Background: an optimization exercise with open tools, aiming at small area. Do not read the settings as production practice.
The RTL was checked by simulation tests, not by an equivalence proof against the original design.
No activity file was given, so power comes from the tool's default toggle rates.

==> design.v <==
module mtm_Alu (
    input  clk,
    input  rst_n,
    input  sin,
    output sout
);
  reg [5:0] ph;
  always @(posedge clk) ph <= ph + 6'd1;
  wire tick = (ph[3:0] == 4'd15);
  reg  [63:0] ring;
  reg [3:0] bc;        
  reg [3:0] fc;        
  reg       cmd;       
  reg       h, hv;     
  reg [3:0] c4;        
  reg [2:0] op;
  reg [1:0] e;         
  wire      dead = |e;
  wire s_type = tick & (bc == 4'd14);
  wire s_pay  = tick & ((bc == 4'd15) | (bc <= 4'd6));    
  wire s_stop = tick & (bc == 4'd7);
  wire fb4    = c4[3] ^ sin;
  wire [3:0] c4n = {c4[2:0], 1'b0} ^ {2'b00, fb4, fb4};
  reg pend, run, resp, cy;
  reg fN, fZ, fC, fV;
  wire a   = ring[15];
  wire b   = ring[47];
  wire i0  = (ph == 6'd48);
  wire i31 = (ph == 6'd15);
  wire cin = i0 ? op[0] : cy;
  wire bb  = b ^ op[0];
  wire s   = a ^ bb ^ cin;
  wire co  = (a & bb) | (a & cin) | (bb & cin);
  wire r   = op[2] ? s : (op[0] ? (a | b) : (a & b));
  wire       dwr = hv & (ph[3:0] == ~{fc[0], bc[2:0]});
  wire [1:0] dsel = fc[2:1] + ph[5:4] + 2'd1;
  wire [3:0] we;
  assign we[0] = dwr & (dsel == 2'd0);
  assign we[1] = dwr & (dsel == 2'd1);
  assign we[2] = dwr & (dsel == 2'd2);
  assign we[3] = (dwr & (dsel == 2'd3)) | run;
  wire din = run ? r : h;
  genvar g;
  generate
    for (g = 0; g < 64; g = g + 1) begin : rg
      if (g % 16 == 0) begin : ins
        always @(posedge clk) ring[g] <= we[g / 16] ? din : ring[(g + 63) % 64];
      end else begin : sh
        always @(posedge clk) ring[g] <= ring[g - 1];
      end
    end
  endgenerate
  reg [3:0] tbc;       
  reg [2:0] tfc;       
  reg       so;
  reg       stg;       
  reg [2:0] c3;        
  wire txgo = (tbc == 4'd14) & ((resp & ~pend & ~run) | dead);
  wire       fet  = ~tfc[2] & ~tbc[3] & (ph[3:0] == ~{tfc[0], tbc[2:0]});
  wire [1:0] tsel = ph[5:4] + {1'b0, tfc[1]} + 2'd2;
  wire       tap  = (tsel == 2'd0) ? ring[15] :
                    (tsel == 2'd1) ? ring[31] :
                    (tsel == 2'd2) ? ring[47] : ring[63];
  always @(posedge clk) if (fet) stg <= tap;
  reg pv;              
  always @(*) begin
    if (!tfc[2]) pv = fet ? tap : stg;
    else if (dead)
      case (tbc[2:0])
        3'd0, 3'd7: pv = 1'b1;
        3'd1, 3'd4: pv = e[1] & e[0];
        3'd2, 3'd5: pv = e[1] & op[1];
        default:    pv = ~e[1];
      endcase
    else
      case (tbc[2:0])
        3'd0:    pv = 1'b1;
        3'd1:    pv = fN;
        3'd2:    pv = fZ;
        3'd3:    pv = fC;
        3'd4:    pv = fV;
        default: pv = c3[2];
      endcase
  end
  wire fb3 = c3[2] ^ pv;
  always @(posedge clk) begin
    if (!rst_n) begin
      bc   <= 4'd8;
      fc   <= 4'd0;
      c4   <= 4'd0;
      e    <= 2'd0;
      pend <= 1'b0;
      run  <= 1'b0;
      resp <= 1'b0;
    end else begin
      if (bc == 4'd8) begin
        if (!sin && !dead) bc <= tick ? 4'd14 : 4'd13;
      end else if (tick) bc <= bc + 4'd1;
      if (!dead) begin
        if (s_type) begin
          cmd <= sin;
          if (sin ^ fc[3]) e <= 2'b01;
        end
        if (s_stop && !cmd) fc <= fc + 4'd1;
        if (s_pay) begin
          c4 <= c4n;
          if (cmd) begin
            if (bc == 4'd15 && !sin) e <= 2'b01;
            if (bc <= 4'd2) op <= {op[1:0], sin};
            if (bc == 4'd2) pend <= 1'b1;
            if (bc == 4'd6) begin
              fc <= 4'd0;
              if (c4n != 4'd0) e <= 2'b11;
              else if (op[1]) e <= 2'b10;
              else resp <= 1'b1;
            end
          end
        end
      end
      if (pend && ph == 6'd47) begin
        pend <= 1'b0;
        run  <= 1'b1;
      end
      if (run && i31) run <= 1'b0;
      if (tick && txgo) resp <= 1'b0;
    end
  end
  always @(posedge clk) begin
    if (dwr) hv <= 1'b0;
    if (s_pay && !cmd) begin
      h  <= sin;
      hv <= 1'b1;
    end
  end
  always @(posedge clk) begin
    if (run) begin
      cy <= co;
      fZ <= (i0 | fZ) & ~r;
      if (i31) begin
        fN <= r;
        fC <= op[2] & (co ^ op[0]);
        fV <= op[2] & ~b & (a ^ s) & ~(a ^ op[0]);
      end
    end
  end
  always @(posedge clk) begin
    if (!rst_n) begin
      tbc <= 4'd14;
      so  <= 1'b1;
      c3  <= 3'd0;
    end else if (tick) begin
      case (tbc)
        4'd14: if (txgo) begin
          tbc <= 4'd15;
          tfc <= dead ? 3'd4 : 3'd0;
          so  <= 1'b0;
        end
        4'd13: ;
        4'd15: begin
          tbc <= 4'd0;
          so  <= tfc[2];
        end
        4'd8: begin
          tbc <= 4'd9;
          so  <= 1'b1;
        end
        4'd9: begin
          if (tfc[2]) tbc <= dead ? 4'd13 : 4'd14;
          else begin
            tbc <= 4'd15;
            tfc <= tfc + 3'd1;
            so  <= 1'b0;
          end
        end
        default: begin
          tbc <= tbc + 4'd1;
          so  <= pv;
          c3  <= {c3[1:0], 1'b0} ^ {1'b0, fb3, fb3};
        end
      endcase
    end
  end
  assign sout = so;
endmodule
==> run.sh <==
#!/bin/bash
# synth_recipe.tcl (not shown) runs the flow's synth.tcl, then flattens the netlist and writes it again
# the make line also repeats each setting of config.mk as NAME=value (left out here)
make -C /OpenROAD-flow-scripts/flow DESIGN_CONFIG=/design/flow/config.mk WORK_HOME=/design/flow/orfs CLKGATE_MAP_FILE= SYNTH_SCRIPT=/design/flow/synth_recipe.tcl finish
==> config.mk <==
export PLATFORM = sky130hd
export DESIGN_NAME = mtm_Alu
export DESIGN_NICKNAME = mtm_Alu
export VERILOG_FILES = /design/flow/design.v
export SDC_FILE = /design/flow/constraint.sdc
export NUM_CORES = 4
export LEC_CHECK = 0
export CAP_MARGIN = 20
export CORE_MARGIN = 2
export CORE_UTILIZATION = 40
export CTS_BUF_LIST = sky130_fd_sc_hd__clkbuf_4 sky130_fd_sc_hd__clkbuf_8
export SLEW_MARGIN = 20
==> constraint.sdc <==
create_clock -name core_clock -period 10.0 [get_ports {clk}]
set_input_delay 2.0000 -clock core_clock [delete_from_list [all_inputs] [get_ports {clk}]]
set_output_delay 2.0000 -clock core_clock [all_outputs]
set_load 0.01 [all_outputs]
==> notes.md, run 1 <==
----------------------------------------------------
[Outcome]
  Run status ... no timing/DRC/antenna violations

[Synthesis]
  Count of cell types in the netlist ... 59
  Average cell area after synthesis ... 11.09 sq um
  Number of nets produced by synthesis ... 399
  Number of enable flip-flop cells after synthesis ... 13
  Cell area after synthesis ... 4180 sq um
  Area contributors post-synth ... sky130_fd_sc_hd__dfxtp_1, sky130_fd_sc_hd__edfxtp_1, sky130_fd_sc_hd__ha_1
  Yosys synthesis warning count ... 1
  Largest area contributor in the synthesized netlist ... sky130_fd_sc_hd__dfxtp_1
  Register bit total from synthesis ... 110
  Fraction of the yosys area taken by sequential cells ... 55.79%
  Predominant post-synthesis flop cell ... sky130_fd_sc_hd__dfxtp_1
  Synthesized instance count ... 377
  Synth async-reset ratio ... 0%
  Area share of the largest cell type after synthesis ... 46.45%

[Finish]
  Share of layout cells above drive strength 1 ... 8.136%
  Commonest cells after routing, fill and taps aside ... sky130_fd_sc_hd__dfxtp_1, sky130_fd_sc_hd__nor2_1, sky130_fd_sc_hd__nand2_1
  Utilization after layout ... 43.48%
  Relative area change from synthesis to final layout ... 6.405%
  Leading cell type in the layout, fill and taps excluded ... sky130_fd_sc_hd__dfxtp_1
  Ant. Diodes ... 0
  Final cell area excluding filler cells ... 4448 sq um
  Final Net Count ... 399

[Clocking]
  Total setup buffers inserted after CTS ... 0
  Root Buffer ... sky130_fd_sc_hd__clkbuf_8
  Maximum count of clock buffers along a single path ... 2
  Clock transition at the registers of the reported paths ... 0.10 ns
  Number of buffers inserted by hold repair at cts ... 0
  Total clock buffers created by CTS ... 9
  CTS sink cnt ... 110
  Clock tree from TritonCTS ... done
  Cells resized by post-CTS repair ... 0
  Clock latency reported for the late side of the worst-skew pair ... 0.36 ns
  Depth of the CTS H-tree ... 3

[Setup path]
  Critical path data arrival time ... 3.87 ns
  Kind of critical path ... primary input to flip-flop
  Cell family with the largest share of critical-path delay ... buffers and inverters
  Sort of element at the end of the critical path ... flip-flop
  Cell type of the slowest stage on the worst timing path ... sky130_fd_sc_hd__clkdlybuf4s50_1
  Buffers plus inverters on the worst setup path ... 2
  Kind of launch point of the worst setup path ... primary input
  Critical Path, Cell by Cell ... clkdlybuf4s50_1 > inv_1 > a211oi_1 > a21boi_0
  Largest stage delay on the critical path ... 0.78 ns
  Required time reported for the critical path endpoint ... 10.04 ns
  Worst-path maximum fanout ... 15

[Timing]
  Transition at the pin with the smallest max-transition slack ... 0.7149 ns
  Final worst setup slack ... 6.168 ns
  Total Neg Setup Slack ... 0 ns
  Unrepaired setup endpoints after global routing ... false
  Clock period minus final worst setup slack ... 3.832 ns
  Worst setup skew after layout ... 0.006913 ns
  Min Hold Slack ... 0.3318 ns
  Highest achievable clock rate ... 261.0 MHz
  Final count of pins violating max slew ... 0
  Post-route clock period utilization ... 38.32%
  Max-slew headroom at the worst pin ... 52.28%
  Setup violators final ... 0
  Number of hold violations in the final report ... 0

[Power]
  Net Sw Power ... 0.0001796 W
  Switching part of the total ... 24.30%
  Peak VDD IR ... 0.09259 mV
  Combinational share of power ... 4.8%
  Fraction of power consumed by the clock network ... 32.9%
  Total leakage power ... 1.756 nW
  Sequential cell fraction of total power ... 62.4%
  Pwr Density ... 166.1 nW/um^2
  Cell internal power dissipation ... 0.0005593 W

[Route]
  Average wire length per cell after detail routing ... 13.75 microns
  DRT iter0 DRCs ... 128
  Vias after detailed routing ... 2569
  Residual DRC count ... 0
  Number of iterations in the first detailed-routing pass ... 5
  Remaining antenna violation count after routing ... 0
  Overall routed net length ... 7.111 mm
  Ratio of routed vias to standard cells ... 4.969

[Global route]
  Vias in the first global route ... 2449
  Congestion Overflow GR ... 0
  Antenna violations before repair ... 0
  Global-route wire length before repair ... 12.21 mm
  Gr usage total ... 13.85%
  Pin count of the biggest net entering global routing ... 20

[Place]
  Placed wire-length estimate after detailed placement ... 5.085 mm
  Placement Setup Slack ... 5.754 ns
  Count of buffers from port buffering ... 3
  Placed cell areas ... 4270 sq um
  Final GP Congestion ... 0.8457

[Hold path]
  Worst min path class ... flip-flop to flip-flop

[Floorplanning]
  Number of rows created at floorplan ... 37
  Starting density of the core ... 40.86%
  Die Y ... 106.2 microns
  Area of the die ... 11280 sq um
  I/O pin count ... 4
  Overall die width ... 106.2 microns
  Core outline area ... 10230 sq um

[Job]
  Max-capacitance violation count ... 0

----------------------------------------------------
[cell type report]
cell class / count / area (sq um)
Clock buffer: 9 / 123.9
Multi-Input combinational cell: 233 / 1663
Fill cell: 953 / 5783
Inverter: 20 / 75.07
Sequential cell: 110 / 2332
Timing Repair Buffer: 3 / 30.03
Clock inverter: 6 / 53.80
Tap cell: 136 / 170.2
[Yosys cell counts, types with 2 or more instances]
cell / n
sky130_fd_sc_hd__a211oi_1: 6
sky130_fd_sc_hd__a21oi_1: 12
sky130_fd_sc_hd__a311oi_1: 2
sky130_fd_sc_hd__a31oi_1: 4
sky130_fd_sc_hd__and2_1: 2
sky130_fd_sc_hd__and3_1: 3
sky130_fd_sc_hd__buf_2: 5
sky130_fd_sc_hd__clkbuf_1: 3
sky130_fd_sc_hd__clkbuf_8: 4
sky130_fd_sc_hd__dfxtp_1: 97
sky130_fd_sc_hd__edfxtp_1: 13
sky130_fd_sc_hd__ha_1: 18
sky130_fd_sc_hd__inv_1: 20
sky130_fd_sc_hd__mux2_2: 5
sky130_fd_sc_hd__mux2i_1: 9
sky130_fd_sc_hd__nand2_1: 27
sky130_fd_sc_hd__nand2b_1: 4
sky130_fd_sc_hd__nand3_1: 11
sky130_fd_sc_hd__nand4_1: 4
sky130_fd_sc_hd__nor2_1: 37
sky130_fd_sc_hd__nor2b_1: 5
sky130_fd_sc_hd__nor3_1: 10
sky130_fd_sc_hd__nor3b_1: 2
sky130_fd_sc_hd__nor4_4: 2
sky130_fd_sc_hd__o211a_1: 2
sky130_fd_sc_hd__o211ai_1: 3
sky130_fd_sc_hd__o21ai_0: 8
sky130_fd_sc_hd__o21ai_1: 2
sky130_fd_sc_hd__o22ai_1: 3
sky130_fd_sc_hd__or3_1: 3
sky130_fd_sc_hd__xnor2_1: 10
sky130_fd_sc_hd__xor2_1: 14
[state kept, by name, summed over array words and instances, names as in the netlist]
signal	flops
e	2
stg	1
cy	1
run	1
c4	4
tbc	4
resp	1
c3	3
pend	1
bc	4
fV	1
h	1
hv	1
ring	64
fZ	1
so	1
fC	1
op	3
fN	1
fc	4
cmd	1
tfc	3
ph	6
[power groups by stage]
stage,logic (W),clock network [W],registers [W]
global route,0.0000406,0.000269,0.000462
CTS,0.0000354,0.000255,0.000461
floorplan,0.0000331,0,0.000464
detailed placement,0.0000352,0,0.000471
finish,0.0000352,0.000243,0.000461
global placement,0.0000344,0,0.000471
[final timing paths]
check / end / from / slack (ns) / cells after the start
setup / recovery: tfc[1] / rst_n / 6.17 / 4
hold / removal: ring[55] / ring[54] / 0.33 / 0
hold reg to reg: ring[55] / ring[54] / 0.33 / 0
setup reg to reg: ring[16] / ph[0] / 7.43 / 9
[cell families (layout without fill, tap and decap cells)]
logic type | count (synthesis) | after routing | synth area share (%)
AO/OA/AOI/OAI | 57 | 57 | 10.27
XOR/XNOR | 24 | 24 | 5.028
adder cells (fa/ha/maj) | 20 | 20 | 6.106
buffers and inverters | 34 | 38 | 4.430
flip-flops | 110 | 110 | 55.79
multiplexers | 16 | 16 | 4.400
AND/OR/NAND/NOR | 116 | 116 | 13.98
[worst register-to-register path: cells and delay by family (launching register included)]
family	cells	cell delay, ns
flip-flops	1	0.46
AO/OA/AOI/OAI	2	0.52
multiplexers	2	0.53
buffers and inverters	1	0.10
AND/OR/NAND/NOR	2	0.20
adder cells (fa/ha/maj)	2	0.67
[stage by stage]
step           cells  total power [W]
6_report         517        0.0007389
5_1_grt          517        0.0007715
4_1_cts          517        0.0007508
3_5_place_dp     502        0.0005062
3_3_place_gp     502        0.0005053
2_1_floorplan    377        0.0004972
[layer usage]
metal	vias up	track usage, %	wire [microns]
met5	-	0	0
met1	1211	19.00	3532
met3	7	3.433	302
li1	1307	-	-
met4	0	5.263	91
met2	44	21.06	3184
==> run 2, diff against run 1 <==
--- a/config.mk
+++ b/config.mk
@@ -7,2 +7,3 @@
 export LEC_CHECK = 0
+export ABC_AREA = 1
 export CAP_MARGIN = 20
@@ -10,3 +11,3 @@
 export CORE_UTILIZATION = 40
-export CTS_BUF_LIST = sky130_fd_sc_hd__clkbuf_4 sky130_fd_sc_hd__clkbuf_8
+export CTS_BUF_LIST = sky130_fd_sc_hd__clkbuf_8
 export SLEW_MARGIN = 20
==> run 2 against run 1 <==
  * Flip-flop and latch count unchanged
  * Global-route usage increased by 1.3 points
  * Wire length grew 8.2%
  * Largest power group unchanged
  * Critical path type unchanged
  * Sequential share of layout area is 2.0 points lower
  * Sequential power rose by 8.5%
  * First-iteration DRC count rose by 48%
  * Final cell count up 17%
  * Worst setup slack better by 0.12 ns
  * Area after synthesis is 1.7% higher
  * Total power increased by 34%
  * Critical endpoint is now tfc[0]
  * Combinational power grew to 6.6 times the previous value
  * Clock-buffer cell count stayed put
  * Largest cell class unchanged
==> notes.md, run 2 <==
----------------------------------------------------
[Synthesis]
  Fraction of the yosys area taken by sequential cells ... 54.86%
  Count of cell types in the netlist ... 42
  Synth cell count leaders ... sky130_fd_sc_hd__dfxtp_1, sky130_fd_sc_hd__inv_1, sky130_fd_sc_hd__nand2_1
  Share of synthesized cell area in full adder, half adder and majority cells ... 5.768%
  Yosys synthesis warning count ... 1
  Area share of the largest cell type after synthesis ... 45.67%
  Largest area contributor in the synthesized netlist ... sky130_fd_sc_hd__dfxtp_1
  Synth async-reset ratio ... 0%
  Number of enable flip-flop cells after synthesis ... 13
  Mux share of post-synthesis cell area ... 0.4709%
  Simple logic cell fraction of the synthesized area ... 20.45%
  Number of nets produced by synthesis ... 475
  Most frequent cell after synthesis ... sky130_fd_sc_hd__dfxtp_1
  Average cell area after synthesis ... 9.385 sq um
  Register bit total from synthesis ... 110
  Post-Synth XOR/XNOR Area ... 2.472%
  Predominant post-synthesis flop cell ... sky130_fd_sc_hd__dfxtp_1
  Compound-gate portion of the synthesized area ... 9.300%
  Cell area after synthesis ... 4252 sq um
  Dominant combinational cell family by area after synthesis ... simple AND/OR/NAND/NOR gates
  Area contributors post-synth ... sky130_fd_sc_hd__dfxtp_1, sky130_fd_sc_hd__edfxtp_1, sky130_fd_sc_hd__inv_1
  Synthesized instance count ... 453

[Setup path]
  Required time reported for the critical path endpoint ... 10.06 ns
  Kind of critical path ... primary input to flip-flop
  Worst-path maximum fanout ... 18
  Largest stage delay on the critical path ... 0.87 ns
  Kind of launch point of the worst setup path ... primary input
  Cell type of the slowest stage on the worst timing path ... sky130_fd_sc_hd__clkdlybuf4s50_1
  Critical path data arrival time ... 3.78 ns
  Sort of element at the end of the critical path ... flip-flop
  Critical Path, Cell by Cell ... clkdlybuf4s50_1 > inv_1 > nor2_1 > nand2_1 > nor3_1

[Global route]
  Global-route wire length before repair ... 13.28 mm
  Vias in the first global route ... 2732
  Pin count of the biggest net entering global routing ... 22
  Gr usage total ... 15.11%
  Congestion Overflow GR ... 0
  Antenna violations before repair ... 0

[Finish]
  Final cell area excluding filler cells ... 4624 sq um
  Leading cell type in the layout, fill and taps excluded ... sky130_fd_sc_hd__dfxtp_1
  Total area of multi-input combinational cells ... 1635 sq um
  Largest register by flop count ... ring
  Share of layout cells above drive strength 1 ... 12.42%
  Ant. Diodes ... 0
  Number of flip-flops in the largest register ... 64
  Commonest cells after routing, fill and taps aside ... sky130_fd_sc_hd__dfxtp_1, sky130_fd_sc_hd__inv_1, sky130_fd_sc_hd__nand2_1
  Relative area change from synthesis to final layout ... 8.770%
  Sequential standard cell area ... 2332 sq um
  FILL cells ... 975
  Biggest regs ... ring (64), ph (6)
  Final Net Count ... 484
  Utilization after layout ... 44.79%

[Power]
  Peak VDD IR ... 0.1357 mV
  Pwr Density ... 213.8 nW/um^2
  PnR Total Power ... 0.0009887 W
  Total leakage power ... 2.019 nW

[Clocking]
  Total setup buffers inserted after CTS ... 0
  Clock transition at the registers of the reported paths ... 0.11 ns
  CTS sink cnt ... 110
  Clock tree from TritonCTS ... done
  Root Buffer ... sky130_fd_sc_hd__clkbuf_8
  Clock latency reported for the late side of the worst-skew pair ... 0.38 ns
  Maximum count of clock buffers along a single path ... 2
  Depth of the CTS H-tree ... 3
  Cells resized by post-CTS repair ... 0
  Total clock buffers created by CTS ... 9
  Number of buffers inserted by hold repair at cts ... 0

[Place]
  Count of buffers from port buffering ... 3
  Placed cell areas ... 4423 sq um
  Final GP Congestion ... 0.9293
  Placed wire-length estimate after detailed placement ... 5.816 mm
  Placement Setup Slack ... 5.860 ns

[Floorplanning]
  Number of rows created at floorplan ... 37
  Area of the die ... 11470 sq um
  Starting density of the core ... 41.18%
  Overall die width ... 107.1 microns
  Core outline area ... 10320 sq um
  I/O pin count ... 4
  Die Y ... 107.1 microns

[Timing]
  Final count of pins violating max slew ... 0
  Post-route clock period utilization ... 37.14%
  Highest achievable clock rate ... 269.3 MHz
  Total Neg Setup Slack ... 0 ns
  Transition at the pin with the smallest max-transition slack ... 0.6201 ns
  Number of hold violations in the final report ... 0
  Worst setup skew after layout ... 0.008600 ns
  Final worst setup slack ... 6.286 ns
  Unrepaired setup endpoints after global routing ... false
  Max-slew headroom at the worst pin ... 58.53%
  Clock period minus final worst setup slack ... 3.714 ns
  Setup violators final ... 0

[Route]
  DRT iter0 DRCs ... 189
  Overall routed net length ... 7.693 mm
  Ratio of routed vias to standard cells ... 4.781
  Number of iterations in the first detailed-routing pass ... 5
  Residual DRC count ... 0
  Remaining antenna violation count after routing ... 0
  Average wire length per cell after detail routing ... 12.76 microns
  Vias after detailed routing ... 2883

[Hold path]
  Worst min path class ... flip-flop to flip-flop

[Outcome]
  Run status ... no timing/DRC/antenna violations

[Job]
  Max-capacitance violation count ... 0

----------------------------------------------------
-- run 2: metal layers --
metal | vias up | GRT usage, % | part of all wire, %
met5 | - | 0 | 0
met4 | 0 | 6.122 | 1.9
met3 | 15 | 5.471 | 5.5
met2 | 62 | 22.06 | 45
met1 | 1313 | 20.23 | 48
li1 | 1493 | - | -
-- run 2: power by group --
part	switching, W	internal, W
registers	0.0000303	0.000470
logic	0.000152	0.0000802
clock network	0.000158	0.0000985
-- run 2: critical path: cells and delay by family --
kind                   cells  cell delay [ns]
buffers and inverters      2             1.16
AND/OR/NAND/NOR            3             0.62
-- run 2: stage by stage --
stage / cells / hold WS (ns)
floorplan: 453 / 0.3096
global placement: 587 / 0.3102
detailed placement: 587 / 0.3121
CTS: 603 / 0.3288
global route: 603 / 0.3354
finish: 603 / 0.3262
-- run 2: worst paths after layout --
path / startpoint / endpoint / slack (ns) / depth (start not counted)
min: ring[25] / ring[26] / 0.33 / 0
min reg2reg: ring[25] / ring[26] / 0.33 / 0
max: rst_n / tfc[0] / 6.29 / 5
max reg2reg: ph[0] / ring[16] / 7.47 / 9
-- run 2: cell type report --
class / instances / area share, %
clock inverters: 7 / 1.677
clock buffers: 9 / 2.679
multi-input cells: 270 / 35.36
inverters: 68 / 5.519
repair buffers: 3 / 0.6493
well taps: 136 / 3.680
flip-flops and latches: 110 / 50.43
-- run 2: cells by family after synthesis --
| group | count (synthesis) |
|---|---|
| multiplexers | 2 |
| adder cells (fa/ha/maj) | 19 |
| buffers and inverters | 73 |
| AO/OA/AOI/OAI | 69 |
| AND/OR/NAND/NOR | 168 |
| XOR/XNOR | 12 |
| flip-flops | 110 |
==> run 3, diff against run 2 <==
--- a/config.mk
+++ b/config.mk
@@ -7,3 +7,2 @@
 export LEC_CHECK = 0
-export ABC_AREA = 1
 export CAP_MARGIN = 20
==> run 3 against run 2 <==
  * Clock-buffer cell count unchanged
  * Largest cell class unchanged
  * Critical endpoint is now tfc[1]
  * Synthesized cell count decreased by 17%
  * Flip-flop and latch count unchanged
  * Via count decreased by 11%
  * Cell area decreased by 3.8%
  * Register-to-register slack got worse by 0.04 ns
  * Sequential share of layout area increased by 2.0 points
  * Clock skew decreased by 0.0017 ns
  * Area after synthesis decreased by 1.7%
  * Maximum frequency decreased by 3.1%
  * Final cell count decreased by 14%
  * First-iteration DRC count decreased by 32%
==> notes.md, run 3 <==
----------------------------------------------------
[Timing]
  Final worst setup slack ... 6.168 ns
  Total Neg Setup Slack ... 0 ns
  Setup violators final ... 0
  Max-slew headroom at the worst pin ... 52.28%
  Transition at the pin with the smallest max-transition slack ... 0.7149 ns
  Highest achievable clock rate ... 261.0 MHz
  Final count of pins violating max slew ... 0
  Clock period minus final worst setup slack ... 3.832 ns
  Worst setup skew after layout ... 0.006913 ns
  Unrepaired setup endpoints after global routing ... false
  Number of hold violations in the final report ... 0
  Post-route clock period utilization ... 38.32%
  Min Hold Slack ... 0.3318 ns

[Finish]
  Share of layout cells above drive strength 1 ... 8.136%
  Number of flip-flops in the largest register ... 64
  Relative area change from synthesis to final layout ... 6.405%
  Commonest cells after routing, fill and taps aside ... sky130_fd_sc_hd__dfxtp_1, sky130_fd_sc_hd__nor2_1, sky130_fd_sc_hd__nand2_1
  FILL cells ... 953
  Sequential standard cell area ... 2332 sq um
  Largest register by flop count ... ring
  Utilization after layout ... 43.48%
  Ant. Diodes ... 0
  Leading cell type in the layout, fill and taps excluded ... sky130_fd_sc_hd__dfxtp_1
  Biggest regs ... ring (64), ph (6)
  Total area of multi-input combinational cells ... 1663 sq um
  Final Net Count ... 399

[Synthesis]
  Yosys synthesis warning count ... 1
  Synth cell count leaders ... sky130_fd_sc_hd__dfxtp_1, sky130_fd_sc_hd__nor2_1, sky130_fd_sc_hd__nand2_1
  Average cell area after synthesis ... 11.09 sq um
  Number of enable flip-flop cells after synthesis ... 13
  Synthesized instance count ... 377
  Largest area contributor in the synthesized netlist ... sky130_fd_sc_hd__dfxtp_1
  Fraction of the yosys area taken by sequential cells ... 55.79%
  Synth async-reset ratio ... 0%
  Most frequent cell after synthesis ... sky130_fd_sc_hd__dfxtp_1
  Register bit total from synthesis ... 110
  Count of cell types in the netlist ... 59
  Predominant post-synthesis flop cell ... sky130_fd_sc_hd__dfxtp_1
  Cell area after synthesis ... 4180 sq um
  Area share of the largest cell type after synthesis ... 46.45%
  Area contributors post-synth ... sky130_fd_sc_hd__dfxtp_1, sky130_fd_sc_hd__edfxtp_1, sky130_fd_sc_hd__ha_1
  Number of nets produced by synthesis ... 399

[Floorplanning]
  Area of the die ... 11280 sq um
  Starting density of the core ... 40.86%
  Die Y ... 106.2 microns
  Core outline area ... 10230 sq um
  Overall die width ... 106.2 microns
  I/O pin count ... 4
  Number of rows created at floorplan ... 37

[Setup path]
  Largest stage delay on the critical path ... 0.78 ns
  Critical Path, Cell by Cell ... clkdlybuf4s50_1 > inv_1 > a211oi_1 > a21boi_0
  Kind of launch point of the worst setup path ... primary input
  Cell type of the slowest stage on the worst timing path ... sky130_fd_sc_hd__clkdlybuf4s50_1
  Worst-path maximum fanout ... 15
  Sort of element at the end of the critical path ... flip-flop
  Buffers plus inverters on the worst setup path ... 2
  Cell family with the largest share of critical-path delay ... buffers and inverters
  Required time reported for the critical path endpoint ... 10.04 ns
  Critical path data arrival time ... 3.87 ns
  Register-to-register setup slack ... 7.43 ns
  Kind of critical path ... primary input to flip-flop

[Clocking]
  Root Buffer ... sky130_fd_sc_hd__clkbuf_8
  Clock tree from TritonCTS ... done
  Cells resized by post-CTS repair ... 0
  Total setup buffers inserted after CTS ... 0
  Number of buffers inserted by hold repair at cts ... 0
  CTS sink cnt ... 110
  Depth of the CTS H-tree ... 3
  Clock latency reported for the late side of the worst-skew pair ... 0.36 ns
  Total clock buffers created by CTS ... 9
  Maximum count of clock buffers along a single path ... 2
  Clock transition at the registers of the reported paths ... 0.10 ns

[Hold path]
  Worst min path class ... flip-flop to flip-flop

[Route]
  Ratio of routed vias to standard cells ... 4.969
  DRT iter0 DRCs ... 128
  Vias after detailed routing ... 2569
  Average wire length per cell after detail routing ... 13.75 microns
  Residual DRC count ... 0
  Overall routed net length ... 7.111 mm
  Number of iterations in the first detailed-routing pass ... 5
  Remaining antenna violation count after routing ... 0

[Global route]
  Antenna violations before repair ... 0
  Gr usage total ... 13.85%
  Vias in the first global route ... 2449
  Top Usage Layer GRT ... met2
  Global-route wire length before repair ... 12.21 mm
  Congestion Overflow GR ... 0
  M3 GR Usage ... 3.433%
  Met1 usage ... 19.00%
  Global routing usage on met2 ... 21.06%
  Pin count of the biggest net entering global routing ... 20

[Place]
  Count of buffers from port buffering ... 3
  Placement Setup Slack ... 5.754 ns
  Placed wire-length estimate after detailed placement ... 5.085 mm
  Final GP Congestion ... 0.8457

[Job]
  Max-capacitance violation count ... 0

[Outcome]
  Run status ... no timing/DRC/antenna violations

[Power]
  Peak VDD IR ... 0.09259 mV
  Total leakage power ... 1.756 nW
  Pwr Density ... 166.1 nW/um^2

----------------------------------------------------
==> run 3: cell type report <==
type | count | area share, %
well taps | 136 | 3.826
clock inverters | 6 | 1.210
multi-input cells | 233 | 37.38
clock buffers | 9 | 2.785
inverters | 20 | 1.688
repair buffers | 3 | 0.6751
flip-flops and latches | 110 | 52.43
==> run 3: worst paths after layout <==
kind         startpoint        to  depth (start not counted)
max reg2reg       ph[0]  ring[16]                          9
max               rst_n    tfc[1]                          4
min            ring[54]  ring[55]                          0
min reg2reg    ring[54]  ring[55]                          0
==> run 3: cells by family after synthesis <==
logic type | after synthesis | share of synthesized area, %
AOI/OAI and AO/OA | 57 | 10.27
xor gates and xnor gates | 24 | 5.028
adders and majority gates | 20 | 6.106
buffers and inverters | 34 | 4.430
DFF | 110 | 55.79
muxes | 16 | 4.400
and+or+nand+nor | 116 | 13.98
==> run 3: power by group <==
group	internal (W)	switching [W]
clock	0.0000938	0.000149
combinational	0.0000156	0.0000196
sequential	0.000450	0.0000108
total	0.000559	0.000180
==> run 3: stage by stage <==
step	instances	cell area, sq um	power [W]
after floorplan	377	4180	0.0004972
after global placement	502	4270	0.0005053
after detailed placement	502	4270	0.0005062
after CTS	517	4448	0.0007508
after global routing	517	4448	0.0007715
final	517	4448	0.0007389
==> run 3: worst register-to-register path: stages (launching register included) <==
cell	delay, ns
sky130_fd_sc_hd__dfxtp_1	0.46
sky130_fd_sc_hd__inv_1	0.10
sky130_fd_sc_hd__ha_1	0.21
sky130_fd_sc_hd__nand4_1	0.15
sky130_fd_sc_hd__mux2i_1	0.24
sky130_fd_sc_hd__fa_1	0.46
sky130_fd_sc_hd__o21ai_0	0.43
sky130_fd_sc_hd__mux2_2	0.29
sky130_fd_sc_hd__nand2_1	0.05
sky130_fd_sc_hd__o21ai_0	0.09
==> run 3: layer usage <==
layer	routed length (microns)	share of wire, %
met5	0	0
met4	91	1.3
met3	302	4.2
met2	3184	45
met1	3532	50
==> run 4, diff against run 3 <==
--- a/design.v
+++ b/design.v
@@ -12,4 +12,3 @@
   reg [3:0] fc;        
-  reg       cmd;       
-  reg       h, hv;     
+  reg       h;         
   reg [3:0] c4;        
@@ -18,2 +17,3 @@
   wire      dead = |e;
+  wire      cmd  = fc[3];
   wire s_type = tick & (bc == 4'd14);
@@ -23,4 +23,6 @@
   wire [3:0] c4n = {c4[2:0], 1'b0} ^ {2'b00, fb4, fb4};
-  reg pend, run, resp, cy;
+  reg cy;
   reg fN, fZ, fC, fV;
+  wire run = cmd & (ph[5:4] == 2'd3 ? (bc >= 4'd3 && bc <= 4'd6) :
+                    ph[5:4] == 2'd0 ? (bc >= 4'd4 && bc <= 4'd7) : 1'b0);
   wire a   = ring[15];
@@ -34,3 +36,3 @@
   wire r   = op[2] ? s : (op[0] ? (a | b) : (a & b));
-  wire       dwr = hv & (ph[3:0] == ~{fc[0], bc[2:0]});
+  wire       dwr = ~cmd & ~bc[3] & (ph[3:0] == ~{fc[0], bc[2:0]});
   wire [1:0] dsel = fc[2:1] + ph[5:4] + 2'd1;
@@ -57,3 +59,3 @@
   reg [2:0] c3;        
-  wire txgo = (tbc == 4'd14) & ((resp & ~pend & ~run) | dead);
+  wire txgo = ((tbc == 4'd12) & ~run) | ((tbc == 4'd14) & dead);
   wire       fet  = ~tfc[2] & ~tbc[3] & (ph[3:0] == ~{tfc[0], tbc[2:0]});
@@ -91,5 +93,2 @@
       e    <= 2'd0;
-      pend <= 1'b0;
-      run  <= 1'b0;
-      resp <= 1'b0;
     end else begin
@@ -99,7 +98,4 @@
       if (!dead) begin
-        if (s_type) begin
-          cmd <= sin;
-          if (sin ^ fc[3]) e <= 2'b01;
-        end
-        if (s_stop && !cmd) fc <= fc + 4'd1;
+        if (s_type && (sin ^ cmd)) e <= 2'b01;
+        if (s_stop) fc <= cmd ? 4'd0 : fc + 4'd1;
         if (s_pay) begin
@@ -109,8 +105,5 @@
             if (bc <= 4'd2) op <= {op[1:0], sin};
-            if (bc == 4'd2) pend <= 1'b1;
             if (bc == 4'd6) begin
-              fc <= 4'd0;
               if (c4n != 4'd0) e <= 2'b11;
               else if (op[1]) e <= 2'b10;
-              else resp <= 1'b1;
             end
@@ -119,20 +112,8 @@
       end
-      if (pend && ph == 6'd47) begin
-        pend <= 1'b0;
-        run  <= 1'b1;
-      end
-      if (run && i31) run <= 1'b0;
-      if (tick && txgo) resp <= 1'b0;
     end
   end
+  always @(posedge clk) if (s_pay && !cmd) h <= sin;
   always @(posedge clk) begin
-    if (dwr) hv <= 1'b0;
-    if (s_pay && !cmd) begin
-      h  <= sin;
-      hv <= 1'b1;
-    end
-  end
-  always @(posedge clk) begin
+    cy <= co;
     if (run) begin
-      cy <= co;
       fZ <= (i0 | fZ) & ~r;
@@ -150,5 +131,7 @@
       c3  <= 3'd0;
+    end else if (!dead && s_pay && cmd && bc == 4'd6 && c4n == 4'd0 && !op[1]) begin
+      tbc <= 4'd12;
     end else if (tick) begin
       case (tbc)
-        4'd14: if (txgo) begin
+        4'd12, 4'd14: if (txgo) begin
           tbc <= 4'd15;
==> flow/run.sh (new file) <==
#!/bin/bash
# Standard layout, with clock tree synthesis told not to add dummy loads.
set -euo pipefail
export CTS_ARGS="-sink_clustering_enable -repair_clock_nets -buf_list sky130_fd_sc_hd__clkbuf_8 -dont_use_dummy_load"
bash standard.sh > standard.log 2>&1
==> standard.sh (new file) <==
#!/bin/bash
# synth_recipe.tcl (not shown) runs the flow's synth.tcl, then flattens the netlist and writes it again
# the make line also repeats each setting of config.mk as NAME=value (left out here)
make -C /OpenROAD-flow-scripts/flow DESIGN_CONFIG=/design/flow/config.mk WORK_HOME=/design/flow/orfs CLKGATE_MAP_FILE= SYNTH_SCRIPT=/design/flow/synth_recipe.tcl "${@:-finish}"
removed: run.sh
==> run 4 against run 3 <==
  * Still clean on timing, DRC and antenna
  * Flip-flop and latch count down 5
  * Largest cell class unchanged
  * Synthesized cell count is 0.53% lower
  * Sequential power fell by 5.0%
  * Sequential share of layout area fell by 0.54 points
  * Clock power fell by 17%
  * First-iteration DRC count fell by 4.7%
==> notes.md, run 4 <==
----------------------------------------------------
[Setup path]
  Kind of launch point of the worst setup path ... primary input
  Critical path data arrival time ... 4.49 ns
  Sort of element at the end of the critical path ... flip-flop
  Worst-path maximum fanout ... 7
  Depth of the worst register-to-register path ... 8
  Kind of critical path ... primary input to flip-flop
  Required time reported for the critical path endpoint ... 10.20 ns

[Finish]
  Final cell area excluding filler cells ... 4263 sq um
  Largest register by flop count ... ring
  Ant. Diodes ... 0
  Share of layout cells above drive strength 1 ... 7.297%
  Utilization after layout ... 43.61%
  Biggest regs ... ring (64), ph (6)
  Final Net Count ... 392
  Number of flip-flops in the largest register ... 64
  FILL cells ... 956
  Commonest cells after routing, fill and taps aside ... sky130_fd_sc_hd__dfxtp_1, sky130_fd_sc_hd__nor2_1, sky130_fd_sc_hd__a21oi_1, sky130_fd_sc_hd__ha_1
  Leading cell type in the layout, fill and taps excluded ... sky130_fd_sc_hd__dfxtp_1
  Relative area change from synthesis to final layout ... 5.513%

[Synthesis]
  Most frequent cell after synthesis ... sky130_fd_sc_hd__dfxtp_1
  Synth async-reset ratio ... 0%
  Yosys synthesis warning count ... 1
  Number of enable flip-flop cells after synthesis ... 11
  Average cell area after synthesis ... 10.77 sq um
  Cell area after synthesis ... 4040 sq um
  Synthesized instance count ... 375
  Area share of the largest cell type after synthesis ... 46.58%
  Register bit total from synthesis ... 105
  Largest area contributor in the synthesized netlist ... sky130_fd_sc_hd__dfxtp_1
  Predominant post-synthesis flop cell ... sky130_fd_sc_hd__dfxtp_1
  Area contributors post-synth ... sky130_fd_sc_hd__dfxtp_1, sky130_fd_sc_hd__edfxtp_1, sky130_fd_sc_hd__ha_1
  Count of cell types in the netlist ... 53
  Synth cell count leaders ... sky130_fd_sc_hd__dfxtp_1, sky130_fd_sc_hd__nor2_1, sky130_fd_sc_hd__a21oi_1, sky130_fd_sc_hd__ha_1
  Number of nets produced by synthesis ... 395
  Fraction of the yosys area taken by sequential cells ... 54.75%

[Power]
  Pwr Density ... 158.1 nW/um^2
  Peak VDD IR ... 0.08087 mV
  Total leakage power ... 1.624 nW

[Clocking]
  Total setup buffers inserted after CTS ... 0
  Depth of the CTS H-tree ... 3
  Clock tree from TritonCTS ... done
  Number of buffers inserted by hold repair at cts ... 0
  Clock latency reported for the late side of the worst-skew pair ... 0.36 ns
  Maximum count of clock buffers along a single path ... 2
  Clock transition at the registers of the reported paths ... 0.11 ns
  CTS sink cnt ... 105
  Root Buffer ... sky130_fd_sc_hd__clkbuf_8
  Total clock buffers created by CTS ... 9
  Cells resized by post-CTS repair ... 0

[Timing]
  Worst setup skew after layout ... 0.03218 ns
  Clock period minus final worst setup slack ... 4.283 ns
  Transition at the pin with the smallest max-transition slack ... 0.8173 ns
  Final worst setup slack ... 5.717 ns
  Setup violators final ... 0
  Number of hold violations in the final report ... 0
  Total Neg Setup Slack ... 0 ns
  Final count of pins violating max slew ... 0
  Min Hold Slack ... 0.3120 ns
  Highest achievable clock rate ... 233.5 MHz
  Post-route clock period utilization ... 42.83%
  Unrepaired setup endpoints after global routing ... false
  Max-slew headroom at the worst pin ... 45.01%

[Route]
  Ratio of routed vias to standard cells ... 5.080
  Remaining antenna violation count after routing ... 0
  Residual DRC count ... 0
  Overall routed net length ... 7.156 mm
  Number of iterations in the first detailed-routing pass ... 4
  Vias after detailed routing ... 2555
  Average wire length per cell after detail routing ... 14.23 microns
  DRT iter0 DRCs ... 122

[Global route]
  Congestion Overflow GR ... 0
  Global-route wire length before repair ... 12.15 mm
  Pin count of the biggest net entering global routing ... 27
  Vias in the first global route ... 2484
  Gr usage total ... 14.06%
  Antenna violations before repair ... 0

[Floorplanning]
  Core outline area ... 9774 sq um
  Overall die width ... 104.5 microns
  Starting density of the core ... 41.33%
  Die Y ... 104.5 microns
  Number of rows created at floorplan ... 36
  Area of the die ... 10920 sq um
  I/O pin count ... 4

[Place]
  Count of buffers from port buffering ... 3
  Placed wire-length estimate after detailed placement ... 4.970 mm
  Final GP Congestion ... 0.8515
  Placed cell areas ... 4139 sq um
  Placement Setup Slack ... 5.424 ns

[Hold path]
  Number of stages on the worst hold path ... 0
  Worst min path class ... flip-flop to flip-flop

[Outcome]
  Run status ... no timing/DRC/antenna violations

[Job]
  Max-capacitance violation count ... 0

----------------------------------------------------
## run 4: cell types whose count changed in the layout (fill, tap and decap cells not counted), sizes merged, moves of 4 or more
cell,delta
nand2,-12
nor2b,+9
nor2,-14
nand3b,+4
o21ai,+4
nand4,+6
a21oi,+4
and2,+4
inv,-8
nand2b,-4
## run 4: logic make-up after synthesis
logic type / Yosys count / synth area share [%]
buf+inv: 32 / 3.809
xor+xnor: 21 / 4.738
simple gates: 122 / 16.76
mux: 18 / 5.048
fa+ha+maj: 17 / 5.451
flops: 105 / 54.75
compound gates: 60 / 9.446
## run 4: metrics by stage
step	total power (W)	cells
after floorplan	0.0004747	375
final	0.0006741	503
after detailed placement	0.0004826	494
after global routing	0.0007048	503
after global placement	0.0004820	494
after CTS	0.0006846	503
## run 4: worst max-delay path: stages
cell and delay, ns:
sky130_fd_sc_hd__clkdlybuf4s50_1 0.60, sky130_fd_sc_hd__xnor2_1 0.17, sky130_fd_sc_hd__ha_1 0.20, sky130_fd_sc_hd__nor4b_1 0.35
sky130_fd_sc_hd__nand4_1 0.20, sky130_fd_sc_hd__nor4_2 0.43, sky130_fd_sc_hd__nor3_1 0.25, sky130_fd_sc_hd__o21ai_0 0.23
sky130_fd_sc_hd__a31oi_1 0.06
## run 4: layer usage
| layer | up-vias | global-route usage [%] | part of all wire [%] |
|---|---|---|---|
| met5 | - | 0 | 0 |
| met4 | 0 | 6.274 | 1.6 |
| met3 | 9 | 2.506 | 2.1 |
| met2 | 24 | 20.96 | 45 |
| met1 | 1221 | 19.82 | 51 |
| li1 | 1301 | - | - |
## run 4: power breakdown
part           internal, W  leakage [nW]  switching [W]
clock network    0.0000811        0.0647       0.000120
logic            0.0000154         0.703      0.0000199
registers         0.000428         0.857     0.00000922
total             0.000525          1.62       0.000149
## run 4: area by class of cell
type / instances / area, sq um / share of cell area [%]
Clock buffer: 9 / 123.9 / 2.906
Tap cell: 133 / 166.4 / 3.904
Sequential cell: 105 / 2212 / 51.89
Inverter: 15 / 56.30 / 1.321
Timing Repair Buffer: 3 / 30.03 / 0.7044
Multi-Input combinational cell: 238 / 1674 / 39.27
## run 4: final timing paths
check / end / slack, ns / from
hold reg to reg: ring[1] / 0.31 / ring[0]
setup / recovery: c3[0] / 5.72 / sin
hold / removal: ring[1] / 0.31 / ring[0]
setup reg to reg: ring[16] / 7.06 / ph[5]
==> run 5, diff against run 4 <==
==> run.sh (new file) <==
#!/bin/bash
# synth_recipe.tcl (not shown) runs the flow's synth.tcl, then flattens the netlist and writes it again
# the make line also repeats each setting of config.mk as NAME=value (left out here)
make -C /OpenROAD-flow-scripts/flow DESIGN_CONFIG=/design/flow/config.mk WORK_HOME=/design/flow/orfs CLKGATE_MAP_FILE= SYNTH_SCRIPT=/design/flow/synth_recipe.tcl finish
removed: flow/run.sh
removed: standard.sh
==> run 5 against run 4 <==
  * Largest cell class unchanged
  * Worst setup slack improved by 0.036 ns
  * Critical path type unchanged
  * Area after synthesis did not move
  * First-iteration DRC count fell by 16%
  * Via count rose by 1.2%
  * Global-route usage rose by 0.080 points
  * Highest routed layer unchanged
==> notes.md, run 5 <==
----------------------------------------------------
[Timing]
  Worst setup skew after layout ... 0.007716 ns
  Min Hold Slack ... 0.3357 ns
  Final count of pins violating max slew ... 0
  Total Neg Setup Slack ... 0 ns
  Transition at the pin with the smallest max-transition slack ... 0.8193 ns
  Unrepaired setup endpoints after global routing ... false
  Setup violators final ... 0
  Max-slew headroom at the worst pin ... 44.87%
  Post-route clock period utilization ... 42.46%
  Number of hold violations in the final report ... 0
  Clock period minus final worst setup slack ... 4.246 ns
  Highest achievable clock rate ... 235.5 MHz

[Place]
  Final GP Congestion ... 0.8515
  Placed cell areas ... 4139 sq um
  Count of buffers from port buffering ... 3
  Placed wire-length estimate after detailed placement ... 4.970 mm

[Setup path]
  Kind of critical path ... primary input to flip-flop
  Register-to-register setup slack ... 7.06 ns
  Sort of element at the end of the critical path ... flip-flop
  RR Endpoint ... ring[16]
  Critical path data arrival time ... 4.47 ns
  Required time reported for the critical path endpoint ... 10.23 ns
  Kind of launch point of the worst setup path ... primary input
  Depth of the worst register-to-register path ... 8
  R2r startpoint ... ph[5]
  Worst-path maximum fanout ... 7

[Global route]
  Global-route wire length before repair ... 12.19 mm
  Antenna violations before repair ... 0
  Vias in the first global route ... 2485
  Gr usage total ... 14.14%
  Pin count of the biggest net entering global routing ... 27
  Congestion Overflow GR ... 0

[Synthesis]
  Fraction of the yosys area taken by sequential cells ... 54.75%
  Post-Synth XOR/XNOR Area ... 4.738%
  Area contributors post-synth ... sky130_fd_sc_hd__dfxtp_1, sky130_fd_sc_hd__edfxtp_1, sky130_fd_sc_hd__ha_1
  Cell area after synthesis ... 4040 sq um
  Average cell area after synthesis ... 10.77 sq um
  Number of enable flip-flop cells after synthesis ... 11
  Synth cell count leaders ... sky130_fd_sc_hd__dfxtp_1, sky130_fd_sc_hd__nor2_1, sky130_fd_sc_hd__a21oi_1, sky130_fd_sc_hd__ha_1
  Yosys synthesis warning count ... 1
  Simple logic cell fraction of the synthesized area ... 16.75%
  Count of cell types in the netlist ... 53
  Number of nets produced by synthesis ... 395
  Register bit total from synthesis ... 105
  Dominant combinational cell family by area after synthesis ... simple AND/OR/NAND/NOR gates
  Area share of the largest cell type after synthesis ... 46.58%
  Synthesized instance count ... 375
  Synth async-reset ratio ... 0%
  Most frequent cell after synthesis ... sky130_fd_sc_hd__dfxtp_1
  Compound-gate portion of the synthesized area ... 9.446%
  Mux share of post-synthesis cell area ... 5.048%
  Predominant post-synthesis flop cell ... sky130_fd_sc_hd__dfxtp_1
  Share of synthesized cell area in full adder, half adder and majority cells ... 5.451%
  Largest area contributor in the synthesized netlist ... sky130_fd_sc_hd__dfxtp_1

[Finish]
  Relative area change from synthesis to final layout ... 7.495%
  Share of layout cells above drive strength 1 ... 9.019%
  FILL cells ... 955
  Largest register by flop count ... ring
  Final cell area excluding filler cells ... 4343 sq um
  Number of flip-flops in the largest register ... 64
  Ant. Diodes ... 0
  Utilization after layout ... 44.43%
  Sequential standard cell area ... 2212 sq um
  Leading cell type in the layout, fill and taps excluded ... sky130_fd_sc_hd__dfxtp_1
  Final Net Count ... 392
  Biggest regs ... ring (64), ph (6)
  Commonest cells after routing, fill and taps aside ... sky130_fd_sc_hd__dfxtp_1, sky130_fd_sc_hd__nor2_1, sky130_fd_sc_hd__a21oi_1, sky130_fd_sc_hd__ha_1
  Total area of multi-input combinational cells ... 1674 sq um

[Hold path]
  Hold Path Sink ... ring[41]
  Worst min path class ... flip-flop to flip-flop
  Number of stages on the worst hold path ... 0
  Min-Delay Startpoint ... ring[40]

[Route]
  Vias after detailed routing ... 2585
  Number of iterations in the first detailed-routing pass ... 4
  Residual DRC count ... 0
  Remaining antenna violation count after routing ... 0
  Overall routed net length ... 7.205 mm
  DRT iter0 DRCs ... 103
  Average wire length per cell after detail routing ... 14.13 microns
  Ratio of routed vias to standard cells ... 5.069

[Floorplanning]
  I/O pin count ... 4
  Starting density of the core ... 41.33%
  Core outline area ... 9774 sq um
  Overall die width ... 104.5 microns
  Area of the die ... 10920 sq um
  Die Y ... 104.5 microns
  Number of rows created at floorplan ... 36

[Job]
  Max-capacitance violation count ... 0

[Clocking]
  Maximum count of clock buffers along a single path ... 2
  Cells resized by post-CTS repair ... 0
  Clock latency reported for the late side of the worst-skew pair ... 0.37 ns
  Total setup buffers inserted after CTS ... 0
  Number of buffers inserted by hold repair at cts ... 0
  Root Buffer ... sky130_fd_sc_hd__clkbuf_8
  Clock tree from TritonCTS ... done
  Depth of the CTS H-tree ... 3
  Total clock buffers created by CTS ... 9
  Clock transition at the registers of the reported paths ... 0.11 ns
  CTS sink cnt ... 105

[Outcome]
  Run status ... no timing/DRC/antenna violations

[Power]
  Fraction of power consumed by the clock network ... 35.3%
  Pwr Density ... 168.4 nW/um^2
  Cell internal power dissipation ... 0.0005438 W
  Combinational share of power ... 4.8%
  Sequential cell fraction of total power ... 59.9%
  Peak VDD IR ... 0.1208 mV
  Switching part of the total ... 25.64%
  Net Sw Power ... 0.0001875 W
  Total leakage power ... 1.659 nW

----------------------------------------------------
## run 5: cell counts after synthesis
No cell type changed its count.
## run 5: routing by layer
layer | wire length (microns) | vias to the layer above | global-route usage [%]
li1 | - | 1309 | -
met5 | 0 | - | 0
met4 | 103 | 0 | 5.502
met3 | 226 | 9 | 3.258
met1 | 3643 | 1237 | 19.86
met2 | 3231 | 30 | 21.01
## run 5: how the worst max path moves through the flow
stage          start  slack, ns    end
3_5_place_dp     sin       5.42  c3[0]
5_1_grt          sin       5.53  c3[0]
4_1_cts          sin       5.80  c3[0]
3_3_place_gp     sin       5.53  c3[0]
6_report         sin       5.75  c3[0]
2_1_floorplan    sin       6.38  c3[0]
## run 5: kinds of logic after synthesis
family                   count (synthesis)
XOR/XNOR                                21
adder cells (fa/ha/maj)                 17
AND/OR/NAND/NOR                        122
buffers and inverters                   32
AO/OA/AOI/OAI                           60
multiplexers                            18
flip-flops                             105
## run 5: power by group through the flow
stage               combinational [W]  sequential [W]  clock, W
global route                0.0000396        0.000439  0.000286
detailed placement          0.0000350        0.000448         0
global placement            0.0000345        0.000448         0
CTS                         0.0000351        0.000438  0.000270
finish                      0.0000353        0.000438  0.000258
floorplan                   0.0000316        0.000443         0
## run 5: worst max-delay path: stages
cell	delay (ns)
sky130_fd_sc_hd__clkdlybuf4s50_1	0.60
sky130_fd_sc_hd__xnor2_1	0.17
sky130_fd_sc_hd__ha_1	0.20
sky130_fd_sc_hd__nor4b_1	0.35
sky130_fd_sc_hd__nand4_1	0.20
sky130_fd_sc_hd__nor4_2	0.42
sky130_fd_sc_hd__nor3_1	0.24
sky130_fd_sc_hd__o21ai_0	0.22
sky130_fd_sc_hd__a31oi_1	0.06
## run 5: metrics by stage
step	std cells	total power, W	worst slack (ns)
2_1_floorplan	375	0.0004747	6.378
5_1_grt	510	0.0007644	5.529
6_report	510	0.0007314	5.754
3_5_place_dp	494	0.0004826	5.424
3_3_place_gp	494	0.0004820	5.530
4_1_cts	510	0.0007427	5.798
## run 5: final cells by class
cell class                      count  share of cell area, %
Clock buffer                        9                  2.852
Clock inverter                      7                  1.844
Inverter                           15                  1.296
Multi-Input combinational cell    238                  38.55
Sequential cell                   105                  50.94
Tap cell                          133                  3.832
Timing Repair Buffer                3                 0.6914
==> run 6, diff against run 5 <==
==> flow/run.sh (new file) <==
#!/bin/bash
# Standard layout, with a flatter clock tree: large clusters, no dummy loads.
set -euo pipefail
export CTS_ARGS="-sink_clustering_enable -repair_clock_nets -buf_list sky130_fd_sc_hd__clkbuf_16 -root_buf sky130_fd_sc_hd__clkbuf_16 -sink_clustering_size 100 -sink_clustering_max_diameter 500 -dont_use_dummy_load"
bash standard.sh > standard.log 2>&1
==> standard.sh (new file) <==
#!/bin/bash
# synth_recipe.tcl (not shown) runs the flow's synth.tcl, then flattens the netlist and writes it again
# the make line also repeats each setting of config.mk as NAME=value (left out here)
make -C /OpenROAD-flow-scripts/flow DESIGN_CONFIG=/design/flow/config.mk WORK_HOME=/design/flow/orfs CLKGATE_MAP_FILE= SYNTH_SCRIPT=/design/flow/synth_recipe.tcl "${@:-finish}"
removed: run.sh
==> run 6 against run 5 <==
  * Critical path depth did not move
  * Final cell count decreased by 1.4%
  * Via count fell by 1.0%
  * Largest power group unchanged
  * Cell area grew 0.49%
  * Wire length grew 0.49%
  * Global-route usage about the same
  * First-iteration DRC count rose by 7.8%
  * Synthesized cell count is the same
  * Non-clock buffer count did not move
  * Highest routed layer unchanged
  * Critical endpoint unchanged
  * Register-to-register slack worse by 0.03 ns
==> notes.md, run 6 <==
----------------------------------------------------
[Setup path]
  RR Endpoint ... ring[48]
  Sort of element at the end of the critical path ... flip-flop
  Register-to-register setup slack ... 7.03 ns
  Depth of the worst register-to-register path ... 8
  Worst-path maximum fanout ... 7
  Kind of critical path ... primary input to flip-flop
  Required time reported for the critical path endpoint ... 10.18 ns
  Critical path data arrival time ... 4.49 ns
  R2r startpoint ... ph[5]
  Largest stage delay on the critical path ... 0.60 ns
  Cell family with the largest share of critical-path delay ... simple AND/OR/NAND/NOR gates
  Cell type of the slowest stage on the worst timing path ... sky130_fd_sc_hd__clkdlybuf4s50_1
  Buffers plus inverters on the worst setup path ... 1
  Kind of launch point of the worst setup path ... primary input
  Critical Path, Cell by Cell ... clkdlybuf4s50_1 > xnor2_1 > ha_1 > nor4b_1 > nand4_1 > nor4_2 > nor3_1 > o21ai_0 > a31oi_1

[Synthesis]
  Synth cell count leaders ... sky130_fd_sc_hd__dfxtp_1, sky130_fd_sc_hd__nor2_1, sky130_fd_sc_hd__a21oi_1, sky130_fd_sc_hd__ha_1
  Number of nets produced by synthesis ... 395
  Synth async-reset ratio ... 0%
  Average cell area after synthesis ... 10.77 sq um
  Largest area contributor in the synthesized netlist ... sky130_fd_sc_hd__dfxtp_1
  Predominant post-synthesis flop cell ... sky130_fd_sc_hd__dfxtp_1
  Count of cell types in the netlist ... 53
  Most frequent cell after synthesis ... sky130_fd_sc_hd__dfxtp_1
  Register bit total from synthesis ... 105
  Yosys synthesis warning count ... 1
  Area contributors post-synth ... sky130_fd_sc_hd__dfxtp_1, sky130_fd_sc_hd__edfxtp_1, sky130_fd_sc_hd__ha_1
  Fraction of the yosys area taken by sequential cells ... 54.75%
  Area share of the largest cell type after synthesis ... 46.58%
  Synthesized instance count ... 375
  Number of enable flip-flop cells after synthesis ... 11
  Cell area after synthesis ... 4040 sq um

[Finish]
  FILL cells ... 942
  Number of flip-flops in the largest register ... 64
  Sequential standard cell area ... 2212 sq um
  Final Net Count ... 392
  Utilization after layout ... 44.65%
  Final standard cell count with taps included and fillers excluded ... 503
  Biggest regs ... ring (64), ph (6)
  Share of layout cells above drive strength 1 ... 7.297%
  Relative area change from synthesis to final layout ... 8.021%
  Commonest cells after routing, fill and taps aside ... sky130_fd_sc_hd__dfxtp_1, sky130_fd_sc_hd__nor2_1, sky130_fd_sc_hd__a21oi_1, sky130_fd_sc_hd__ha_1
  Total area of multi-input combinational cells ... 1674 sq um
  Leading cell type in the layout, fill and taps excluded ... sky130_fd_sc_hd__dfxtp_1
  Ant. Diodes ... 0
  Largest register by flop count ... ring

[Route]
  Overall routed net length ... 7.240 mm
  Average wire length per cell after detail routing ... 14.39 microns
  Residual DRC count ... 0
  Number of iterations in the first detailed-routing pass ... 4
  Vias after detailed routing ... 2558
  DRT iter0 DRCs ... 111
  Remaining antenna violation count after routing ... 0
  Ratio of routed vias to standard cells ... 5.085

[Global route]
  Global-route wire length before repair ... 12.24 mm
  Gr usage total ... 14.16%
  Global routing usage on met2 ... 21.20%
  Antenna violations before repair ... 0
  Met1 usage ... 19.90%
  Congestion Overflow GR ... 0
  Vias in the first global route ... 2486
  Pin count of the biggest net entering global routing ... 27
  Top Usage Layer GRT ... met2
  M3 GR Usage ... 3.446%

[Timing]
  Worst setup skew after layout ... 0.02015 ns
  Final count of pins violating max slew ... 0
  Transition at the pin with the smallest max-transition slack ... 0.8498 ns
  Number of hold violations in the final report ... 0
  Clock period minus final worst setup slack ... 4.308 ns
  Unrepaired setup endpoints after global routing ... false
  Setup violators final ... 0
  Highest achievable clock rate ... 232.1 MHz
  Post-route clock period utilization ... 43.08%
  Max-slew headroom at the worst pin ... 42.82%
  Total Neg Setup Slack ... 0 ns

[Hold path]
  Worst min path class ... flip-flop to flip-flop
  Min-Delay Startpoint ... ring[0]
  Number of stages on the worst hold path ... 0
  Hold Path Sink ... ring[1]

[Floorplanning]
  I/O pin count ... 4
  Die Y ... 104.5 microns
  Number of rows created at floorplan ... 36
  Starting density of the core ... 41.33%
  Area of the die ... 10920 sq um
  Overall die width ... 104.5 microns
  Core outline area ... 9774 sq um

[Power]
  Total leakage power ... 1.670 nW
  Peak VDD IR ... 0.1086 mV
  PnR Total Power ... 0.0007624 W
  Pwr Density ... 174.7 nW/um^2

[Place]
  Final GP Congestion ... 0.8515
  Count of buffers from port buffering ... 3
  Placed wire-length estimate after detailed placement ... 4.970 mm
  # placed instances ... 494

[Clocking]
  Maximum count of clock buffers along a single path ... 2
  Clock latency reported for the late side of the worst-skew pair ... 0.34 ns
  Clock tree from TritonCTS ... done
  Depth of the CTS H-tree ... 3
  Total setup buffers inserted after CTS ... 0
  Number of buffers inserted by hold repair at cts ... 0
  Clock transition at the registers of the reported paths ... 0.07 ns
  Total clock buffers created by CTS ... 9
  Root Buffer ... sky130_fd_sc_hd__clkbuf_16
  CTS sink cnt ... 105
  Cells resized by post-CTS repair ... 0

[Job]
  Max-capacitance violation count ... 0

[Outcome]
  Run status ... no timing/DRC/antenna violations

----------------------------------------------------
## run 6: how the worst max path moves through the flow
| stage | depth (start not counted) | endpoint | start | slack [ns] |
|---|---|---|---|---|
| 2_1_floorplan | 8 | c3[0] | sin | 6.38 |
| 3_3_place_gp | 9 | c3[0] | sin | 5.53 |
| 3_5_place_dp | 9 | c3[0] | sin | 5.42 |
| 4_1_cts | 9 | c3[0] | sin | 5.73 |
| 5_1_grt | 9 | c3[0] | sin | 5.47 |
| 6_report | 9 | c3[0] | sin | 5.69 |
## run 6: routing by layer
| metal | vias up | routed length (microns) | part of all wire (%) |
|---|---|---|---|
| li1 | 1304 | - | - |
| met1 | 1228 | 3696 | 51 |
| met2 | 20 | 3261 | 45 |
| met3 | 6 | 179 | 2.5 |
| met4 | 0 | 103 | 1.4 |
| met5 | - | 0 | 0 |
## run 6: final cells by class
cell class | count | area share [%]
Clock buffer | 9 | 5.161
Multi-Input combinational cell | 238 | 38.36
Timing Repair Buffer | 3 | 0.6881
Inverter | 15 | 1.290
Tap cell | 133 | 3.813
Sequential cell | 105 | 50.69
## run 6: logic make-up after synthesis
logic type,after synthesis,synth area share [%]
mux,18,5.048
buf+inv,32,3.809
compound gates,60,9.446
flops,105,54.75
fa+ha+maj,17,5.451
xor+xnor,21,4.738
simple gates,122,16.76
## run 6: where the power goes
group | total (W) | switching [W] | internal [W]
sequential | 0.000438 | 0.00000936 | 0.000429
combinational | 0.0000353 | 0.0000199 | 0.0000154
clock | 0.000289 | 0.000130 | 0.000159
total | 0.000762 | 0.000159 | 0.000603
## run 6: through the flow
stage	area (sq um)	hold WS (ns)	setup slack [ns]
6_report	4364	0.3150	5.692
5_1_grt	4364	0.3318	5.472
4_1_cts	4364	0.3188	5.735
3_5_place_dp	4139	0.3121	5.424
3_3_place_gp	4139	0.3107	5.530
2_1_floorplan	4040	0.3096	6.378
==> run 7, diff against run 6 <==
==> flow/run.sh (replaced) <==
#!/bin/bash
# The standard layout (standard.sh), with three changes:
#  - synthesis maps logic with an area-oriented ABC script (ORFS's ABC_AREA
#    path, its script replaced by two rounds of "strash; dch; map -a"),
#  - no adder extraction (ADDER_MAP_FILE empty), so counters are left to ABC,
#  - clock tree synthesis adds no dummy loads.
# Registers come out of synthesis exactly as in the standard flow: ABC and the
# adder step only touch combinational logic.
set -euo pipefail
here=$PWD
rm -rf "$here/scripts_area"
cp -r "$FLOW_HOME/scripts" "$here/scripts_area"
printf 'strash\ndch\nmap -a\nstrash\ndch\nmap -a\n' > "$here/scripts_area/abc_area.script"
export SCRIPTS_DIR="$here/scripts_area"
export ADDER_MAP_FILE=
export ABC_AREA=1
export CTS_ARGS="-repair_clock_nets -buf_list sky130_fd_sc_hd__clkbuf_8 -dont_use_dummy_load"
bash standard.sh > standard.log 2>&1
==> run 7 against run 6 <==
  * Clock power down 31%
  * Utilization down 0.46 points
  * Combinational power rose to 5.2 times the previous value
  * Clock skew is 0.015 ns higher
  * Highest routed layer unchanged
==> notes.md, run 7 <==
----------------------------------------------------
[Setup path]
  Sort of element at the end of the critical path ... flip-flop
  R2r startpoint ... bc[0]
  Worst Setup SP ... sin
  Register-to-register setup slack ... 6.99 ns
  Kind of launch point of the worst setup path ... primary input
  Critical path data arrival time ... 4.16 ns
  Kind of critical path ... primary input to flip-flop
  Worst-path maximum fanout ... 5

[Clocking]
  Clock tree from TritonCTS ... done
  Clock transition at the registers of the reported paths ... 0.10 ns
  Clock latency reported for the late side of the worst-skew pair ... 0.37 ns
  Maximum count of clock buffers along a single path ... 2
  CTS sink cnt ... 105
  Number of buffers inserted by hold repair at cts ... 0
  Total setup buffers inserted after CTS ... 0
  Total clock buffers created by CTS ... 9

[Synthesis]
  Yosys synthesis warning count ... 1
  Number of nets produced by synthesis ... 386
  Area contributors post-synth ... sky130_fd_sc_hd__dfxtp_1, sky130_fd_sc_hd__edfxtp_1, sky130_fd_sc_hd__nor2_1
  Largest area contributor in the synthesized netlist ... sky130_fd_sc_hd__dfxtp_1
  Register bit total from synthesis ... 105
  Predominant post-synthesis flop cell ... sky130_fd_sc_hd__dfxtp_1
  Synth cell count leaders ... sky130_fd_sc_hd__dfxtp_1, sky130_fd_sc_hd__nor2_1, sky130_fd_sc_hd__clkinv_1
  Synth async-reset ratio ... 0%
  Synthesized instance count ... 383
  Count of cell types in the netlist ... 30
  Cell area after synthesis ... 3546 sq um
  Average cell area after synthesis ... 9.258 sq um
  Fraction of the yosys area taken by sequential cells ... 62.39%
  Most frequent cell after synthesis ... sky130_fd_sc_hd__dfxtp_1
  Number of enable flip-flop cells after synthesis ... 11

[Timing]
  Setup violators final ... 0
  Total Neg Setup Slack ... 0 ns
  Max-slew headroom at the worst pin ... 60.07%
  Number of hold violations in the final report ... 0
  Post-route clock period utilization ... 39.14%
  Highest achievable clock rate ... 255.5 MHz
  Worst setup skew after layout ... 0.03551 ns
  Transition at the pin with the smallest max-transition slack ... 0.5934 ns
  Clock period minus final worst setup slack ... 3.914 ns
  Unrepaired setup endpoints after global routing ... false

[Route]
  Average wire length per cell after detail routing ... 13.08 microns
  Ratio of routed vias to standard cells ... 5.050
  Number of iterations in the first detailed-routing pass ... 4
  Residual DRC count ... 0

[Global route]
  Vias in the first global route ... 2345
  Antenna violations before repair ... 0
  Global-route wire length before repair ... 11.14 mm
  Congestion Overflow GR ... 0
  Gr usage total ... 14.49%

[Floorplanning]
  Overall die width ... 98.15 microns
  Core outline area ... 8678 sq um
  I/O pin count ... 4
  Number of rows created at floorplan ... 34
  Starting density of the core ... 40.86%

[Power]
  Pwr Density ... 225.3 nW/um^2
  Peak VDD IR ... 0.1049 mV
  Total leakage power ... 1.327 nW

[Outcome]
  Run status ... no timing/DRC/antenna violations

[Hold path]
  Min-Delay Startpoint ... ring[5]

[Finish]
  Leading cell type in the layout, fill and taps excluded ... sky130_fd_sc_hd__dfxtp_1
  Commonest cells after routing, fill and taps aside ... sky130_fd_sc_hd__dfxtp_1, sky130_fd_sc_hd__nor2_1, sky130_fd_sc_hd__clkinv_1
  Share of layout cells above drive strength 1 ... 2.532%
  Utilization after layout ... 44.19%
  Relative area change from synthesis to final layout ... 8.151%
  Final Net Count ... 400
  Ant. Diodes ... 0

[Place]
  Count of buffers from port buffering ... 3
  Placed wire-length estimate after detailed placement ... 4.724 mm
  Final GP Congestion ... 0.8519

[Job]
  Max-capacitance violation count ... 0

----------------------------------------------------
==> run 7: cell count changes in the layout (fill, tap and decap cells not counted), sizes merged, moves of 14 or more <==
| cell | change |
|---|---|
| clkinv | +57 |
| ha | -16 |
| inv | -15 |
| nor2 | +52 |
| nor2b | -14 |
==> run 7: per-layer routing <==
metal / track usage (%) / vias to the layer above / part of all wire [%] / routed length, microns
met2: 20.81 / 50 / 43 / 2809
met4: 4.953 / 0 / 1.5 / 101
met1: 20.53 / 1168 / 51 / 3384
met3: 4.939 / 9 / 4.3 / 283
met5: 0 / - / 0 / 0
li1: - / 1313 / - / -
==> run 7: final timing paths <==
kind / cells past startpoint / endpoint
min reg2reg: 0 / ring[6]
max reg2reg: 12 / op[2]
max: 16 / c3[1]
min: 0 / ring[6]
==> run 7: cell families after synthesis <==
family	Yosys count	share of synthesized area [%]
compound gates	88	14.93
xor+xnor	9	2.223
buf+inv	57	6.034
flops	105	62.39
simple gates	124	14.43
==> run 7: worst max-delay path, stage by stage <==
cell                              delay (ns)
sky130_fd_sc_hd__clkdlybuf4s50_1        0.59
sky130_fd_sc_hd__xnor2_1                0.18
sky130_fd_sc_hd__clkinv_1               0.11
sky130_fd_sc_hd__nor2_1                 0.11
sky130_fd_sc_hd__clkinv_1               0.08
sky130_fd_sc_hd__nor3_1                 0.15
sky130_fd_sc_hd__clkinv_1               0.10
sky130_fd_sc_hd__nor2_1                 0.13
sky130_fd_sc_hd__nand3_1                0.12
sky130_fd_sc_hd__clkinv_1               0.11
sky130_fd_sc_hd__nor3_1                 0.07
sky130_fd_sc_hd__clkinv_1               0.11
sky130_fd_sc_hd__nand2_1                0.06
sky130_fd_sc_hd__nand2_1                0.05
sky130_fd_sc_hd__nor2_1                 0.03
sky130_fd_sc_hd__a211oi_1               0.17
==> run 7: cell type report <==
| type | instances | area [sq um] |
|---|---|---|
| fill | 831 | 4843 |
| clock buffer | 9 | 123.9 |
| sequential | 105 | 2212 |
| multi-input combinational | 221 | 1120 |
| tap | 108 | 135.1 |
| inverter | 57 | 214.0 |
| timing repair buffer | 3 | 30.03 |
==> run 7: power breakdown <==
part           internal (W)  switching (W)
sequential         0.000455      0.0000284
clock             0.0000810       0.000117
combinational     0.0000640       0.000118
==> run 7: metrics by stage <==
stage	total power, W	cells	instance area, sq um	setup WS (ns)
global route	0.0009207	503	3835	5.799
finish	0.0008639	503	3835	6.086
floorplan	0.0006273	383	3546	6.542
global placement	0.0006695	494	3711	5.853
CTS	0.0008695	503	3835	6.076
detailed placement	0.0006716	494	3711	5.695
